From an optimization exercise on the open Yosys and OpenROAD flow, aimed at small area and a short achievable clock period; shortcuts taken in it are not production practice.
Function was checked by simulation only, so behaviour that the tests miss may differ from the original.

$ cat design/flow/design.v
`timescale 1ns / 1ps
module alu (
    input wire [31:0] operand_a,
    input wire [31:0] operand_b,
    input wire [4:0] alu_op,
    input wire carry_in,
    output reg [31:0] result,
    output reg carry_out,
    output reg zero_flag,
    output reg negative_flag,
    output reg overflow_flag
);
reg [32:0] temp_result;
always @(*) begin
    carry_out = 1'b0;
    overflow_flag = 1'b0;
    temp_result = 33'b0;
    case (alu_op)
        5'b01011: begin
            result = operand_b;
        end
        5'b01101: begin
            result = ~operand_b;
        end
        5'b00100: begin
            temp_result = operand_a + operand_b;
            result = temp_result[31:0];
            carry_out = temp_result[32];
            overflow_flag = (operand_a[31] == operand_b[31]) && (result[31] != operand_a[31]);
        end
        5'b00101: begin
            temp_result = operand_a + operand_b + carry_in;
            result = temp_result[31:0];
            carry_out = temp_result[32];
            overflow_flag = (operand_a[31] == operand_b[31]) && (result[31] != operand_a[31]);
        end
        5'b00010: begin
            temp_result = operand_a - operand_b;
            result = temp_result[31:0];
            carry_out = !temp_result[32];
            overflow_flag = (operand_a[31] != operand_b[31]) && (result[31] != operand_a[31]);
        end
        5'b00110: begin
            temp_result = operand_a - operand_b - !carry_in;
            result = temp_result[31:0];
            carry_out = !temp_result[32];
            overflow_flag = (operand_a[31] != operand_b[31]) && (result[31] != operand_a[31]);
        end
        5'b00011: begin
            temp_result = operand_b - operand_a;
            result = temp_result[31:0];
            carry_out = !temp_result[32];
            overflow_flag = (operand_b[31] != operand_a[31]) && (result[31] != operand_b[31]);
        end
        5'b01111: begin
            result = operand_a * operand_b;
        end
        5'b01110: begin
            result = -operand_a;
        end
        5'b00000: begin
            result = operand_a & operand_b;
        end
        5'b01010: begin
            result = operand_a | operand_b;
        end
        5'b00001: begin
            result = operand_a ^ operand_b;
        end
        5'b01100: begin
            result = operand_a & (~operand_b);
        end
        5'b00111: begin
            result = operand_a & operand_b;
        end
        5'b01000: begin
            temp_result = operand_a - operand_b;
            result = temp_result[31:0];
            carry_out = !temp_result[32];
            overflow_flag = (operand_a[31] != operand_b[31]) && (result[31] != operand_a[31]);
        end
        5'b10000, 5'b10001, 5'b10010, 5'b10011: begin
            result = operand_a + operand_b;  
        end
        5'b01001: begin
            temp_result = operand_a + operand_b;
            result = temp_result[31:0];
            carry_out = temp_result[32];
            overflow_flag = (operand_a[31] == operand_b[31]) && (result[31] != operand_a[31]);
        end
        default: begin
            result = 32'b0;
        end
    endcase
    zero_flag = (result == 32'b0);
    negative_flag = result[31];
end
endmodule
`timescale 1ns / 1ps
module shifter (
    input wire [31:0] data_in,
    input wire [4:0] shift_amount,
    input wire [1:0] shift_type,
    input wire carry_in,
    output reg [31:0] data_out,
    output reg carry_out
);
localparam LSL = 2'b00;
localparam LSR = 2'b01;
localparam ASR = 2'b10;
localparam ROR = 2'b11;
always @(*) begin
    carry_out = carry_in;
    case (shift_type)
        LSL: begin
            if (shift_amount == 0) begin
                data_out = data_in;
            end else if (shift_amount < 32) begin
                data_out = data_in << shift_amount;
                carry_out = data_in[32 - shift_amount];
            end else begin
                data_out = 32'b0;
                carry_out = (shift_amount == 32) ? data_in[0] : 1'b0;
            end
        end
        LSR: begin
            if (shift_amount == 0) begin
                data_out = 32'b0;
                carry_out = data_in[31];
            end else if (shift_amount < 32) begin
                data_out = data_in >> shift_amount;
                carry_out = data_in[shift_amount - 1];
            end else begin
                data_out = 32'b0;
                carry_out = (shift_amount == 32) ? data_in[31] : 1'b0;
            end
        end
        ASR: begin
            if (shift_amount == 0) begin
                data_out = data_in[31] ? 32'hFFFFFFFF : 32'b0;
                carry_out = data_in[31];
            end else if (shift_amount < 32) begin
                if (data_in[31]) begin  
                    data_out = (data_in >> shift_amount) | (~(32'hFFFFFFFF >> shift_amount));
                end else begin  
                    data_out = data_in >> shift_amount;
                end
                carry_out = data_in[shift_amount - 1];
            end else begin
                data_out = data_in[31] ? 32'hFFFFFFFF : 32'b0;
                carry_out = data_in[31];
            end
        end
        ROR: begin
            if (shift_amount == 0) begin
                data_out = {carry_in, data_in[31:1]};
                carry_out = data_in[0];
            end else begin
                data_out = (data_in >> shift_amount) | (data_in << (32 - shift_amount));
                carry_out = data_in[shift_amount - 1];
            end
        end
    endcase
end
endmodule
`timescale 1ns / 1ps
module immediate_extender (
    input wire [11:0] immediate,
    input wire [4:0] rotate,
    output reg [31:0] extended_immediate
);
reg [31:0] temp_immediate;
always @(*) begin
    temp_immediate = {24'b0, immediate[7:0]};
    extended_immediate = (temp_immediate >> (rotate * 2)) | (temp_immediate << (32 - (rotate * 2)));
end
endmodule
`timescale 1ns / 1ps
module instruction_decoder (
    input wire [31:0] instruction,
    output reg [4:0] opcode,
    output reg [3:0] rd, rs1, rs2,
    output reg [11:0] immediate,
    output reg [23:0] branch_offset,
    output reg [4:0] shift_amount,
    output reg [1:0] shift_type,
    output reg immediate_flag,
    output reg write_back_flag,
    output reg [3:0] condition,
    output reg reg_write_en,
    output reg mem_read_en,
    output reg mem_write_en,
    output reg mem_byte_en,
    output reg branch_en,
    output reg link_en,
    output reg flags_update_en
);
always @(*) begin
    opcode = 5'b11111;
    rd = 4'b0000;
    rs1 = 4'b0000;
    rs2 = 4'b0000;
    immediate = 12'b0;
    branch_offset = 24'b0;
    shift_amount = 5'b0;
    shift_type = 2'b0;
    immediate_flag = 1'b0;
    write_back_flag = 1'b0;
    condition = 4'b1110;  
    reg_write_en = 1'b0;
    mem_read_en = 1'b0;
    mem_write_en = 1'b0;
    mem_byte_en = 1'b0;
    branch_en = 1'b0;
    link_en = 1'b0;
    flags_update_en = 1'b0;
    condition = instruction[31:28];
    case (instruction[27:25])
        3'b000: begin  
            opcode = {1'b0, instruction[24:21]};
            rd = instruction[15:12];
            rs1 = instruction[19:16];
            immediate_flag = instruction[25];
            flags_update_en = instruction[20];
            if (instruction[25]) begin  
                immediate = instruction[11:0];
            end else begin  
                rs2 = instruction[3:0];
                shift_amount = instruction[11:7];
                shift_type = instruction[6:5];
            end
            case (instruction[24:21])
                4'b0000: begin  
                    opcode = 5'b00000;
                    reg_write_en = 1'b1;
                end
                4'b0001: begin  
                    opcode = 5'b00001;
                    reg_write_en = 1'b1;
                end
                4'b0010: begin  
                    opcode = 5'b00010;
                    reg_write_en = 1'b1;
                end
                4'b0011: begin  
                    opcode = 5'b00011;
                    reg_write_en = 1'b1;
                end
                4'b0100: begin  
                    opcode = 5'b00100;
                    reg_write_en = 1'b1;
                end
                4'b0101: begin  
                    opcode = 5'b00101;
                    reg_write_en = 1'b1;
                end
                4'b0110: begin  
                    opcode = 5'b00110;
                    reg_write_en = 1'b1;
                end
                4'b1000: begin  
                    opcode = 5'b00111;
                    flags_update_en = 1'b1;
                end
                4'b1001: begin  
                    opcode = 5'b00001;
                    flags_update_en = 1'b1;
                end
                4'b1010: begin  
                    opcode = 5'b01000;
                    flags_update_en = 1'b1;
                end
                4'b1011: begin  
                    opcode = 5'b01001;
                    flags_update_en = 1'b1;
                end
                4'b1100: begin  
                    opcode = 5'b01010;
                    reg_write_en = 1'b1;
                end
                4'b1101: begin  
                    opcode = 5'b01011;
                    reg_write_en = 1'b1;
                end
                4'b1110: begin  
                    opcode = 5'b01100;
                    reg_write_en = 1'b1;
                end
                4'b1111: begin  
                    opcode = 5'b01101;
                    reg_write_en = 1'b1;
                end
            endcase
        end
        3'b001: begin  
            opcode = {1'b0, instruction[24:21]};
            rd = instruction[15:12];
            rs1 = instruction[19:16];
            immediate = instruction[11:0];
            immediate_flag = 1'b1;
            flags_update_en = instruction[20];
            reg_write_en = 1'b1;
        end
        3'b010: begin  
            rd = instruction[15:12];
            rs1 = instruction[19:16];
            immediate = instruction[11:0];
            immediate_flag = 1'b1;
            if (instruction[20]) begin  
                if (instruction[22]) begin  
                    opcode = 5'b10001;
                    mem_byte_en = 1'b1;
                end else begin  
                    opcode = 5'b10000;
                end
                mem_read_en = 1'b1;
                reg_write_en = 1'b1;
            end else begin  
                if (instruction[22]) begin  
                    opcode = 5'b10011;
                    mem_byte_en = 1'b1;
                end else begin  
                    opcode = 5'b10010;
                end
                mem_write_en = 1'b1;
                rs2 = rd;  
            end
        end
        3'b101: begin  
            branch_offset = instruction[23:0];
            branch_en = 1'b1;
            if (instruction[24]) begin  
                opcode = 5'b10101;
                link_en = 1'b1;
                reg_write_en = 1'b1;
            end else begin  
                opcode = 5'b10100;
            end
            case (condition)
                4'b0000: opcode = 5'b10110;
                4'b0001: opcode = 5'b10111;
                default: opcode = 5'b10100;
            endcase
        end
        default: begin
            opcode = 5'b11111;  
        end
    endcase
end
endmodule
`timescale 1ns / 1ps
module condition_checker (
    input wire [3:0] condition,
    input wire zero_flag,
    input wire carry_flag,
    input wire negative_flag,
    input wire overflow_flag,
    output reg condition_met
);
always @(*) begin
    case (condition)
        4'b0000: condition_met = zero_flag;            
        4'b0001: condition_met = ~zero_flag;           
        4'b0010: condition_met = carry_flag;           
        4'b0011: condition_met = ~carry_flag;          
        4'b0100: condition_met = negative_flag;        
        4'b0101: condition_met = ~negative_flag;       
        4'b0110: condition_met = overflow_flag;        
        4'b0111: condition_met = ~overflow_flag;       
        4'b1000: condition_met = carry_flag & ~zero_flag;  
        4'b1001: condition_met = ~carry_flag | zero_flag;  
        4'b1010: condition_met = negative_flag == overflow_flag;  
        4'b1011: condition_met = negative_flag != overflow_flag;  
        4'b1100: condition_met = ~zero_flag & (negative_flag == overflow_flag);  
        4'b1101: condition_met = zero_flag | (negative_flag != overflow_flag);   
        4'b1110: condition_met = 1'b1;                 
        4'b1111: condition_met = 1'b0;                 
    endcase
end
endmodule
`timescale 1ns / 1ps
module branch_calculator (
    input wire [31:0] pc,
    input wire [23:0] branch_offset,
    input wire [4:0] opcode,
    output reg [31:0] branch_target
);
reg [31:0] sign_extended_offset;
always @(*) begin
    sign_extended_offset = {{6{branch_offset[23]}}, branch_offset, 2'b00};
    case (opcode)
        5'b10100, 5'b10101, 5'b10110, 5'b10111: begin
            branch_target = pc + 8 + sign_extended_offset;  
        end
        default: begin
            branch_target = pc + 4;
        end
    endcase
end
endmodule
`timescale 1ns / 1ps
module status_register (
    input wire clk,
    input wire rst,
    input wire update_flags,
    input wire zero_flag,
    input wire carry_flag,
    input wire negative_flag,
    input wire overflow_flag,
    output reg status_zero,
    output reg status_carry,
    output reg status_negative,
    output reg status_overflow
);
always @(posedge clk or posedge rst) begin
    if (rst) begin
        status_zero <= 1'b0;
        status_carry <= 1'b0;
        status_negative <= 1'b0;
        status_overflow <= 1'b0;
    end else if (update_flags) begin
        status_zero <= zero_flag;
        status_carry <= carry_flag;
        status_negative <= negative_flag;
        status_overflow <= overflow_flag;
    end
end
endmodule
`timescale 1ns / 1ps
module forwarding_unit (
    input wire [3:0] ex_rs1,
    input wire [3:0] ex_rs2,
    input wire [3:0] mem_rd,
    input wire [3:0] wb_rd,
    input wire mem_reg_write,
    input wire wb_reg_write,
    output reg [1:0] forward_a,
    output reg [1:0] forward_b
);
always @(*) begin
    forward_a = 2'b00;
    forward_b = 2'b00;
    if (mem_reg_write && (mem_rd != 4'b0000) && (mem_rd == ex_rs1)) begin
        forward_a = 2'b10;
    end
    if (mem_reg_write && (mem_rd != 4'b0000) && (mem_rd == ex_rs2)) begin
        forward_b = 2'b10;
    end
    if (wb_reg_write && (wb_rd != 4'b0000) && 
        !(mem_reg_write && (mem_rd != 4'b0000) && (mem_rd == ex_rs1)) &&
        (wb_rd == ex_rs1)) begin
        forward_a = 2'b01;
    end
    if (wb_reg_write && (wb_rd != 4'b0000) && 
        !(mem_reg_write && (mem_rd != 4'b0000) && (mem_rd == ex_rs2)) &&
        (wb_rd == ex_rs2)) begin
        forward_b = 2'b01;
    end
end
endmodule
`timescale 1ns / 1ps
module hazard_detection (
    input wire [3:0] if_id_rs1,
    input wire [3:0] if_id_rs2,
    input wire [3:0] id_ex_rd,
    input wire id_ex_mem_read,
    input wire branch_taken,
    output reg stall,
    output reg flush
);
always @(*) begin
    stall = 1'b0;
    flush = 1'b0;
    if (id_ex_mem_read && 
        ((id_ex_rd == if_id_rs1) || (id_ex_rd == if_id_rs2))) begin
        stall = 1'b1;
    end
    if (branch_taken) begin
        flush = 1'b1;
    end
end
endmodule
`timescale 1ns / 1ps
module pipeline_registers (
    input wire clk,
    input wire rst,
    input wire stall,
    input wire flush,
    input wire [31:0] if_instruction,
    input wire [31:0] if_pc,
    output reg [31:0] id_instruction,
    output reg [31:0] id_pc,
    input wire [4:0] id_opcode,
    input wire [3:0] id_rd, id_rs1, id_rs2,
    input wire [11:0] id_immediate,
    input wire [23:0] id_branch_offset,
    input wire [4:0] id_shift_amount,
    input wire [1:0] id_shift_type,
    input wire id_immediate_flag,
    input wire id_reg_write_en,
    input wire id_mem_read_en,
    input wire id_mem_write_en,
    input wire id_mem_byte_en,
    input wire id_branch_en,
    input wire id_flags_update_en,
    input wire [3:0] id_condition,
    input wire [31:0] id_reg_data1,
    input wire [31:0] id_reg_data2,
    output reg [4:0] ex_opcode,
    output reg [3:0] ex_rd, ex_rs1, ex_rs2,
    output reg [11:0] ex_immediate,
    output reg [23:0] ex_branch_offset,
    output reg [4:0] ex_shift_amount,
    output reg [1:0] ex_shift_type,
    output reg ex_immediate_flag,
    output reg ex_reg_write_en,
    output reg ex_mem_read_en,
    output reg ex_mem_write_en,
    output reg ex_mem_byte_en,
    output reg ex_branch_en,
    output reg ex_flags_update_en,
    output reg [3:0] ex_condition,
    output reg [31:0] ex_reg_data1,
    output reg [31:0] ex_reg_data2,
    output reg [31:0] ex_pc
);
always @(posedge clk or posedge rst) begin
    if (rst) begin
        id_instruction <= 32'b0;
        id_pc <= 32'b0;
        ex_opcode <= 5'b0;
        ex_rd <= 4'b0;
        ex_rs1 <= 4'b0;
        ex_rs2 <= 4'b0;
        ex_immediate <= 12'b0;
        ex_branch_offset <= 24'b0;
        ex_shift_amount <= 5'b0;
        ex_shift_type <= 2'b0;
        ex_immediate_flag <= 1'b0;
        ex_reg_write_en <= 1'b0;
        ex_mem_read_en <= 1'b0;
        ex_mem_write_en <= 1'b0;
        ex_mem_byte_en <= 1'b0;
        ex_branch_en <= 1'b0;
        ex_flags_update_en <= 1'b0;
        ex_condition <= 4'b0;
        ex_reg_data1 <= 32'b0;
        ex_reg_data2 <= 32'b0;
        ex_pc <= 32'b0;
    end else begin
        if (!stall) begin
            if (flush) begin
                id_instruction <= 32'b0;
                id_pc <= 32'b0;
            end else begin
                id_instruction <= if_instruction;
                id_pc <= if_pc;
            end
        end
        if (flush) begin
            ex_opcode <= 5'b0;
            ex_rd <= 4'b0;
            ex_rs1 <= 4'b0;
            ex_rs2 <= 4'b0;
            ex_immediate <= 12'b0;
            ex_branch_offset <= 24'b0;
            ex_shift_amount <= 5'b0;
            ex_shift_type <= 2'b0;
            ex_immediate_flag <= 1'b0;
            ex_reg_write_en <= 1'b0;
            ex_mem_read_en <= 1'b0;
            ex_mem_write_en <= 1'b0;
            ex_mem_byte_en <= 1'b0;
            ex_branch_en <= 1'b0;
            ex_flags_update_en <= 1'b0;
            ex_condition <= 4'b0;
            ex_reg_data1 <= 32'b0;
            ex_reg_data2 <= 32'b0;
            ex_pc <= 32'b0;
        end else begin
            ex_opcode <= id_opcode;
            ex_rd <= id_rd;
            ex_rs1 <= id_rs1;
            ex_rs2 <= id_rs2;
            ex_immediate <= id_immediate;
            ex_branch_offset <= id_branch_offset;
            ex_shift_amount <= id_shift_amount;
            ex_shift_type <= id_shift_type;
            ex_immediate_flag <= id_immediate_flag;
            ex_reg_write_en <= id_reg_write_en;
            ex_mem_read_en <= id_mem_read_en;
            ex_mem_write_en <= id_mem_write_en;
            ex_mem_byte_en <= id_mem_byte_en;
            ex_branch_en <= id_branch_en;
            ex_flags_update_en <= id_flags_update_en;
            ex_condition <= id_condition;
            ex_reg_data1 <= id_reg_data1;
            ex_reg_data2 <= id_reg_data2;
            ex_pc <= id_pc;
        end
    end
end
endmodule
`timescale 1ns / 1ps
module program_counter (
    input wire clk,
    input wire rst,
    input wire stall,
    input wire branch_taken,
    input wire [31:0] branch_target,
    output reg [31:0] pc
);
always @(posedge clk or posedge rst) begin
    if (rst) begin
        pc <= 32'h00000000;
    end else if (!stall) begin
        if (branch_taken) begin
            pc <= branch_target;
        end else begin
            pc <= pc + 4;
        end
    end
end
endmodule
`timescale 1ns / 1ps
module register_file (
    input wire clk,
    input wire rst,
    input wire [3:0] read_addr1,
    input wire [3:0] read_addr2,
    input wire [3:0] write_addr,
    input wire [31:0] write_data,
    input wire write_enable,
    output reg [31:0] read_data1,
    output reg [31:0] read_data2
);
reg [31:0] registers [0:15];
integer i;
always @(posedge clk or posedge rst) begin
    if (rst) begin
        for (i = 0; i < 16; i = i + 1) begin
            registers[i] <= 32'b0;
        end
        registers[13] <= 32'h00001000;  
        registers[14] <= 32'h00000000;  
        registers[15] <= 32'h00000000;  
    end else if (write_enable && write_addr != 4'b1111) begin
        registers[write_addr] <= write_data;
    end
end
always @(*) begin
    read_data1 = (read_addr1 == 4'b1111) ? 32'b0 : registers[read_addr1];
    read_data2 = (read_addr2 == 4'b1111) ? 32'b0 : registers[read_addr2];
end
endmodule
`timescale 1ns / 1ps
module instruction_memory (
    input wire clk,
    input wire rst,
    input wire [31:0] address,
    input wire [31:0] imem_data,
    output reg [31:0] instruction
);
    always @(posedge clk or posedge rst) begin
        if (rst) begin
            instruction <= 32'hE1A00000;  
        end else begin
            instruction <= imem_data;  
        end
    end
endmodule
`timescale 1ns / 1ps
module data_memory (
    input wire clk,
    input wire rst,
    input wire [31:0] mem_word,
    input wire read_enable,
    input wire byte_enable,
    output reg [31:0] read_data
);
    always @(posedge clk or posedge rst) begin
        if (rst) begin
            read_data <= 32'b0;
        end else begin
            if (read_enable) begin
                if (byte_enable) begin
                    read_data <= {24'b0, mem_word[7:0]};
                end else begin
                    read_data <= mem_word;
                end
            end else begin
                read_data <= 32'b0;
            end
        end
    end
endmodule
module risc_cpu (
    input wire clk,
    input wire rst,
    input wire [31:0] imem_data,
    input wire [31:0] dmem_rdata,
    output wire [31:0] dmem_wdata,
    output wire dmem_we,
    output wire dmem_re,
    output wire dmem_byte,
    output wire [31:0] pc_out,
    output wire [31:0] instruction_out,
    output wire [31:0] alu_result_out,
    output wire [3:0] flags_out
);
wire [31:0] pc, next_pc, branch_target;
wire [31:0] instruction;
wire branch_taken, stall, flush;
wire [4:0] opcode;
wire [3:0] rd, rs1, rs2;
wire [11:0] immediate;
wire [23:0] branch_offset;
wire [4:0] shift_amount;
wire [1:0] shift_type;
wire immediate_flag, write_back_flag;
wire [3:0] condition;
wire reg_write_en, mem_read_en, mem_write_en, mem_byte_en;
wire branch_en, link_en, flags_update_en;
wire [31:0] id_instruction, id_pc;
wire [4:0] ex_opcode;
wire [3:0] ex_rd, ex_rs1, ex_rs2;
wire [11:0] ex_immediate;
wire [23:0] ex_branch_offset;
wire [4:0] ex_shift_amount;
wire [1:0] ex_shift_type;
wire ex_immediate_flag, ex_reg_write_en, ex_mem_read_en, ex_mem_write_en, ex_mem_byte_en;
wire ex_branch_en, ex_flags_update_en;
wire [3:0] ex_condition;
wire [31:0] ex_reg_data1, ex_reg_data2, ex_pc;
wire [31:0] reg_data1, reg_data2, reg_write_data;
wire reg_write_enable;
wire [31:0] alu_operand_a, alu_operand_b, alu_result;
wire alu_carry_out, alu_zero, alu_negative, alu_overflow;
wire [31:0] shifted_data;
wire shift_carry_out;
wire status_zero, status_carry, status_negative, status_overflow;
wire [31:0] mem_read_data;
wire [1:0] forward_a, forward_b;
wire [31:0] forwarded_data_a, forwarded_data_b;
wire condition_met;
wire [31:0] extended_immediate;
assign pc_out = pc;
assign instruction_out = instruction;
assign alu_result_out = alu_result;
assign flags_out = {status_negative, status_zero, status_carry, status_overflow};
program_counter pc_module (
    .clk(clk),
    .rst(rst),
    .stall(stall),
    .branch_taken(branch_taken),
    .branch_target(branch_target),
    .pc(pc)
);
instruction_memory imem (
    .clk(clk),
    .rst(rst),
    .address(pc),
    .imem_data(imem_data),
    .instruction(instruction)
);
instruction_decoder decoder (
    .instruction(id_instruction),
    .opcode(opcode),
    .rd(rd),
    .rs1(rs1),
    .rs2(rs2),
    .immediate(immediate),
    .branch_offset(branch_offset),
    .shift_amount(shift_amount),
    .shift_type(shift_type),
    .immediate_flag(immediate_flag),
    .write_back_flag(write_back_flag),
    .condition(condition),
    .reg_write_en(reg_write_en),
    .mem_read_en(mem_read_en),
    .mem_write_en(mem_write_en),
    .mem_byte_en(mem_byte_en),
    .branch_en(branch_en),
    .link_en(link_en),
    .flags_update_en(flags_update_en)
);
pipeline_registers pipeline_regs (
    .clk(clk),
    .rst(rst),
    .stall(stall),
    .flush(flush),
    .if_instruction(instruction),
    .if_pc(pc),
    .id_instruction(id_instruction),
    .id_pc(id_pc),
    .id_opcode(opcode),
    .id_rd(rd),
    .id_rs1(rs1),
    .id_rs2(rs2),
    .id_immediate(immediate),
    .id_branch_offset(branch_offset),
    .id_shift_amount(shift_amount),
    .id_shift_type(shift_type),
    .id_immediate_flag(immediate_flag),
    .id_reg_write_en(reg_write_en),
    .id_mem_read_en(mem_read_en),
    .id_mem_write_en(mem_write_en),
    .id_mem_byte_en(mem_byte_en),
    .id_branch_en(branch_en),
    .id_flags_update_en(flags_update_en),
    .id_condition(condition),
    .id_reg_data1(reg_data1),
    .id_reg_data2(reg_data2),
    .ex_opcode(ex_opcode),
    .ex_rd(ex_rd),
    .ex_rs1(ex_rs1),
    .ex_rs2(ex_rs2),
    .ex_immediate(ex_immediate),
    .ex_branch_offset(ex_branch_offset),
    .ex_shift_amount(ex_shift_amount),
    .ex_shift_type(ex_shift_type),
    .ex_immediate_flag(ex_immediate_flag),
    .ex_reg_write_en(ex_reg_write_en),
    .ex_mem_read_en(ex_mem_read_en),
    .ex_mem_write_en(ex_mem_write_en),
    .ex_mem_byte_en(ex_mem_byte_en),
    .ex_branch_en(ex_branch_en),
    .ex_flags_update_en(ex_flags_update_en),
    .ex_condition(ex_condition),
    .ex_reg_data1(ex_reg_data1),
    .ex_reg_data2(ex_reg_data2),
    .ex_pc(ex_pc)
);
register_file reg_file (
    .clk(clk),
    .rst(rst),
    .read_addr1(rs1),
    .read_addr2(rs2),
    .write_addr(ex_rd),
    .write_data(reg_write_data),
    .write_enable(ex_reg_write_en && condition_met),
    .read_data1(reg_data1),
    .read_data2(reg_data2)
);
hazard_detection hazard_unit (
    .if_id_rs1(rs1),
    .if_id_rs2(rs2),
    .id_ex_rd(ex_rd),
    .id_ex_mem_read(ex_mem_read_en),
    .branch_taken(branch_taken),
    .stall(stall),
    .flush(flush)
);
forwarding_unit forward_unit (
    .ex_rs1(ex_rs1),
    .ex_rs2(ex_rs2),
    .mem_rd(ex_rd),
    .wb_rd(wb_rd),
    .mem_reg_write(1'b0),
    .wb_reg_write(wb_reg_write),
    .forward_a(forward_a),
    .forward_b(forward_b)
);
reg [3:0] wb_rd;
reg wb_reg_write;
reg [31:0] wb_data;
always @(posedge clk or posedge rst) begin
    if (rst) begin
        wb_rd <= 4'b0;
        wb_reg_write <= 1'b0;
        wb_data <= 32'b0;
    end else begin
        wb_rd <= ex_rd;
        wb_reg_write <= ex_reg_write_en && condition_met && (ex_rd != 4'b1111);
        wb_data <= reg_write_data;
    end
end
assign forwarded_data_a = (forward_a == 2'b01) ? wb_data : ex_reg_data1;
assign forwarded_data_b = (forward_b == 2'b01) ? wb_data : ex_reg_data2;
immediate_extender imm_ext (
    .immediate(ex_immediate),
    .rotate(ex_immediate[11:8]),
    .extended_immediate(extended_immediate)
);
shifter shift_unit (
    .data_in(forwarded_data_b),
    .shift_amount(ex_shift_amount),
    .shift_type(ex_shift_type),
    .carry_in(status_carry),
    .data_out(shifted_data),
    .carry_out(shift_carry_out)
);
assign alu_operand_a = forwarded_data_a;
assign alu_operand_b = ex_immediate_flag ? extended_immediate : shifted_data;
alu alu_unit (
    .operand_a(alu_operand_a),
    .operand_b(alu_operand_b),
    .alu_op(ex_opcode),
    .carry_in(status_carry),
    .result(alu_result),
    .carry_out(alu_carry_out),
    .zero_flag(alu_zero),
    .negative_flag(alu_negative),
    .overflow_flag(alu_overflow)
);
condition_checker cond_check (
    .condition(ex_condition),
    .zero_flag(status_zero),
    .carry_flag(status_carry),
    .negative_flag(status_negative),
    .overflow_flag(status_overflow),
    .condition_met(condition_met)
);
branch_calculator branch_calc (
    .pc(ex_pc),
    .branch_offset(ex_branch_offset),
    .opcode(ex_opcode),
    .branch_target(branch_target)
);
data_memory dmem (
    .clk(clk),
    .rst(rst),
    .mem_word(dmem_rdata),
    .read_enable(ex_mem_read_en && condition_met),
    .byte_enable(ex_mem_byte_en),
    .read_data(mem_read_data)
);
assign dmem_wdata = forwarded_data_b;
assign dmem_we = ex_mem_write_en && condition_met;
assign dmem_re = ex_mem_read_en && condition_met;
assign dmem_byte = ex_mem_byte_en;
status_register status_reg (
    .clk(clk),
    .rst(rst),
    .update_flags(ex_flags_update_en && condition_met),
    .zero_flag(alu_zero),
    .carry_flag(alu_carry_out),
    .negative_flag(alu_negative),
    .overflow_flag(alu_overflow),
    .status_zero(status_zero),
    .status_carry(status_carry),
    .status_negative(status_negative),
    .status_overflow(status_overflow)
);
assign reg_write_data = ex_mem_read_en ? mem_read_data : alu_result;
assign branch_taken = ex_branch_en && condition_met;
endmodule
$ cat design/flow/run.sh
#!/bin/bash
# synth_recipe.tcl (not shown) runs the flow's synth.tcl, then flattens the netlist and writes it again
# the make line also repeats each setting of config.mk as NAME=value (left out here)
make -C /OpenROAD-flow-scripts/flow DESIGN_CONFIG=/design/flow/config.mk WORK_HOME=/design/flow/orfs CLKGATE_MAP_FILE= SYNTH_SCRIPT=/design/flow/synth_recipe.tcl finish
$ cat design/flow/config.mk
export PLATFORM = sky130hd
export DESIGN_NAME = risc_cpu
export DESIGN_NICKNAME = risc_cpu
export VERILOG_FILES = /design/flow/design.v
export SDC_FILE = /design/flow/constraint.sdc
export NUM_CORES = 4
export LEC_CHECK = 0
export CAP_MARGIN = 20
export CORE_MARGIN = 2
export CORE_UTILIZATION = 40
export PLACE_DENSITY = 0.6
export SLEW_MARGIN = 20
$ cat design/flow/constraint.sdc
create_clock -name core_clock -period 17.5 [get_ports {clk}]
set_input_delay 3.5000 -clock core_clock [delete_from_list [all_inputs] [get_ports {clk}]]
set_output_delay 3.5000 -clock core_clock [all_outputs]
set_load 0.01 [all_outputs]
==> summary.txt <==
initial core utilization = 40.2%
Synth Instances = 8421
Final Non-Filler Cells = 11100
Seq cells post-synth = 848
Layout fillers = 18300
via count = 74900
status = no timing/DRC/antenna violations
top_reg_cell synth = dfrtp_1
top post-synthesis cells by area = dfrtp_1 28%, fa_1 11%, ha_1 5.4%
EDFF count, synth = 0
drt wl/cell = 37.7 µm
Hold Violations, Final = 0
Crit-path slowest cell = a2111oi_0
GRT Util Overall = 42.8%
Num CTS Buffers = 79
router iterations before antenna repair = 7
Post-route DRC = 0
Arr. time, crit path = 13.72 ns
clk slew on worst S/H paths = 0.07 ns
worst rel slew slack = 12.3%
Layout Cell Area excl Fill = 83700 µm²
Cell Count Post-Placement = 10900
chip width = 435 µm
final WL = 418000 µm
synth warn = 17
pre-CTS WS = 1.08 ns
clock tree sinks = 848
Top Ports = 201
Slew Limit Fails = 0
Synth top area share = 28.3%
Initial DRC Count = 11200
period utilisation layout = 98.4%
CP Capture Type = primary output
GRT overflow = 0
Cell variety after synth = 126
placed inst area = 80800 µm²
worst-margin pin slew = 1.31 ns
mapped cell area = 74400 µm²
share of post-route cells with drive strength above 1 = 13.4%
vias in the first global route = 72800
Mapped Nets = 9220
port bufs = 200
initial antenna violation count = 47
clk buf depth = 3
Setup TNS = 0 ns
CP required = 14.00 ns
site row count = 158
HPWL Detailed = 301000 µm
Post-Route Skew = 0.0414 ns
htree depth = 3
synthesis-to-finish area growth = 12.6%
Syn Area/Cell = 8.83 µm²
RSZ-0062 raised after global routing = false
Die H = 435 µm
GPL Wtd Cong = 1.13
most used cell, CP = buf_4
Yosys top cell by area = dfrtp_1
class of the tightest hold or removal check = flip-flop to flip-flop
type of origin of the critical path = flip-flop
first-pass GRT wire length = 579000 µm
total of max-cap violations = 0
worst stage delay on the critical path = 0.73 ns
CTS tree = done
Worst Path Max Fanout = 30
largest net degree at the start of global routing = 153
critical path type = flip-flop to primary output
asr flop ratio synth = 100%
Antenna Nets Post-Route = 0
clk root buf = clkbuf_16
min cycle time layout = 17.22 ns
Max Freq = 58.1 MHz
worst skew pair latency = 0.70 ns
worst setup margin = 0.278 ns
register area share after synthesis = 28.5%
Total Nets Final = 9332
Vias/cell = 6.75
core region area = 185000 µm²
die area = 189000 µm²
final setup vio count = 0
-- kinds of logic (layout without fill, tap and decap cells) --
kind of cell,after synthesis,after routing,synth area share [%]
mux,509,509,8.43
buf+inv,1255,1428,6.59
flops,848,848,28.5
compound gates,2207,2207,20.4
other cells,0,14,0
xor+xnor,296,296,3.63
fa+ha+maj,733,733,16.5
simple gates,2573,2573,15.9
-- routing by layer --
metal	GRT usage, %	vias up	routed length [µm]
met3	12.9	1608	49700
met5	0	-	570
met4	29.7	50	35800
met1	54.9	37500	159000
li1	-	30200	-
met2	61.6	5472	173000
-- cells in the final DEF (no fill, tap or decap), types with 50 or more instances in the layout --
cell / n
nor2_1: 658
a21o_1: 56
o22ai_1: 149
nand4_1: 71
dfrtp_1: 837
o21ai_0: 485
nand3_1: 246
a22oi_1: 222
a22o_1: 86
nor3_1: 130
fa_1: 412
and2_1: 140
clkdlybuf4s50_1: 200
and3_1: 81
inv_1: 609
xnor2_1: 208
mux4_2: 60
a21oi_1: 385
a222oi_1: 63
a31oi_1: 88
a211oi_1: 51
nand2_1: 914
mux2_2: 300
xor2_1: 78
mux2i_1: 131
o211ai_1: 50
clkbuf_16: 82
buf_4: 418
ha_1: 320
a221oi_1: 114
-- cell type report --
| class | instances | area (µm²) | area share [%] |
|---|---|---|---|
| clock buffers | 104 | 2280 | 2.73 |
| inverters | 661 | 2490 | 2.97 |
| well taps | 2480 | 3100 | 3.71 |
| diodes | 14 | 35.0 | 0.0418 |
| clock inverters | 38 | 497 | 0.593 |
| multi-input cells | 6318 | 48800 | 58.3 |
| repair buffers | 625 | 5270 | 6.30 |
| flip-flops and latches | 848 | 21200 | 25.4 |
-- Yosys cell counts, types with 37 or more instances --
master and n:
inv_1 612, a22o_1 86, nand2_1 929, mux2i_1 138, nor2_1 688, ha_1 321, a211oi_1 51, dfrtp_1 841
fa_1 412, nor3_1 137, o31ai_1 39, o22ai_1 150, mux4_2 60, a31oi_1 90, buf_1 49, mux2_2 300
nand4_1 71, a22oi_1 222, a21o_1 56, clkbuf_1 484, buf_2 37, nor4_1 44, o21ai_0 487, xor2_1 78
a221oi_1 114, a21oi_1 389, o211ai_1 50, and2_1 140, a222oi_1 63, or3_1 41, nand2b_1 41, nand3_1 249
xnor2_1 210, and3_1 82, o221ai_1 48
-- stage by stage --
step	hold slack, ns	util (%)
2_1_floorplan	0.352	-
3_3_place_gp	0.440	43.7
3_5_place_dp	0.448	43.7
4_1_cts	0.454	45.2
5_1_grt	0.465	45.2
6_report	0.451	45.3
-- state kept, by name, indices dropped and copies added (netlist names), 2 cells and up --
register,count
pipeline_regs.ex_rs2,4
pipeline_regs.id_instruction,32
pipeline_regs.ex_reg_data2,32
pipeline_regs.ex_shift_type,2
dmem.read_data,32
wb_rd,4
imem.instruction,32
reg_file.registers,480
pipeline_regs.ex_opcode,5
pipeline_regs.ex_branch_offset,24
pipeline_regs.ex_condition,4
pipeline_regs.id_pc,32
pipeline_regs.ex_reg_data1,32
pipeline_regs.ex_rs1,4
pipeline_regs.ex_pc,32
pipeline_regs.ex_immediate,12
pc_module.pc,32
pipeline_regs.ex_shift_amount,5
pipeline_regs.ex_rd,4
wb_data,32
-- critical path, delay by kind of cell (launching register included) --
family,cells,cell delay (ns)
flops,1,0.46
mux,1,0.53
fa+ha+maj,2,0.98
compound gates,11,3.68
simple gates,13,4.88
xor+xnor,2,0.62
buf+inv,6,1.84
-- path summary, 6_finish.rpt --
path | depth (start not counted) | startpoint | slack, ns | end
setup / recovery | 35 | wb_rd[1]$_DFF_PP0_ | 0.28 | alu_result_out[31]
hold reg to reg | 1 | pipeline_regs.id_pc[5]$_DFFE_PP0N_ | 0.45 | pipeline_regs.ex_pc[5]$_DFF_PP0_
hold / removal | 1 | pipeline_regs.id_pc[5]$_DFFE_PP0N_ | 0.45 | pipeline_regs.ex_pc[5]$_DFF_PP0_
setup reg to reg | 42 | wb_rd[1]$_DFF_PP0_ | 3.99 | status_reg.status_zero$_DFFE_PP0P_
min in group asynchronous | 2 | rst | 3.17 | pc_module.pc[31]$_DFFE_PP0N_
max in group asynchronous | 6 | rst | 11.07 | reg_file.registers[14][25]$_DFFE_PP0P_
-- what timing repair did --
item                       in CTS  in global routing
setup buffers                   0                  0
gates resized for setup         0                  6
hold buffers                    0                  0
setup endpoints to repair       0                  5

[re-timing with driven ports]
In the flow no input, the clock included, has a driving cell. The finished layout below was timed again as built, in two steps.
Step 1 assumes that a clkbuf_16 drives the clock port and a buf_2 every other input.
Step 2, shift: input delay + t, output delay - t, t = (earliest + latest rising clock arrival at the registers) / 2. This alone moves slack from input paths to output paths.
Three values: no drivers, after step 1, after step 2; two values: the first two.
shift t [ns]: 0.746
setup WS [ns]: 0.278 / 0.207 / 0.953
clock arrival spread, ns: 0.041 / 0.042
After both steps this run still meets setup and hold. The setup slack of this run moves by -0.071 ns with the drivers and by +0.675 ns with both steps.
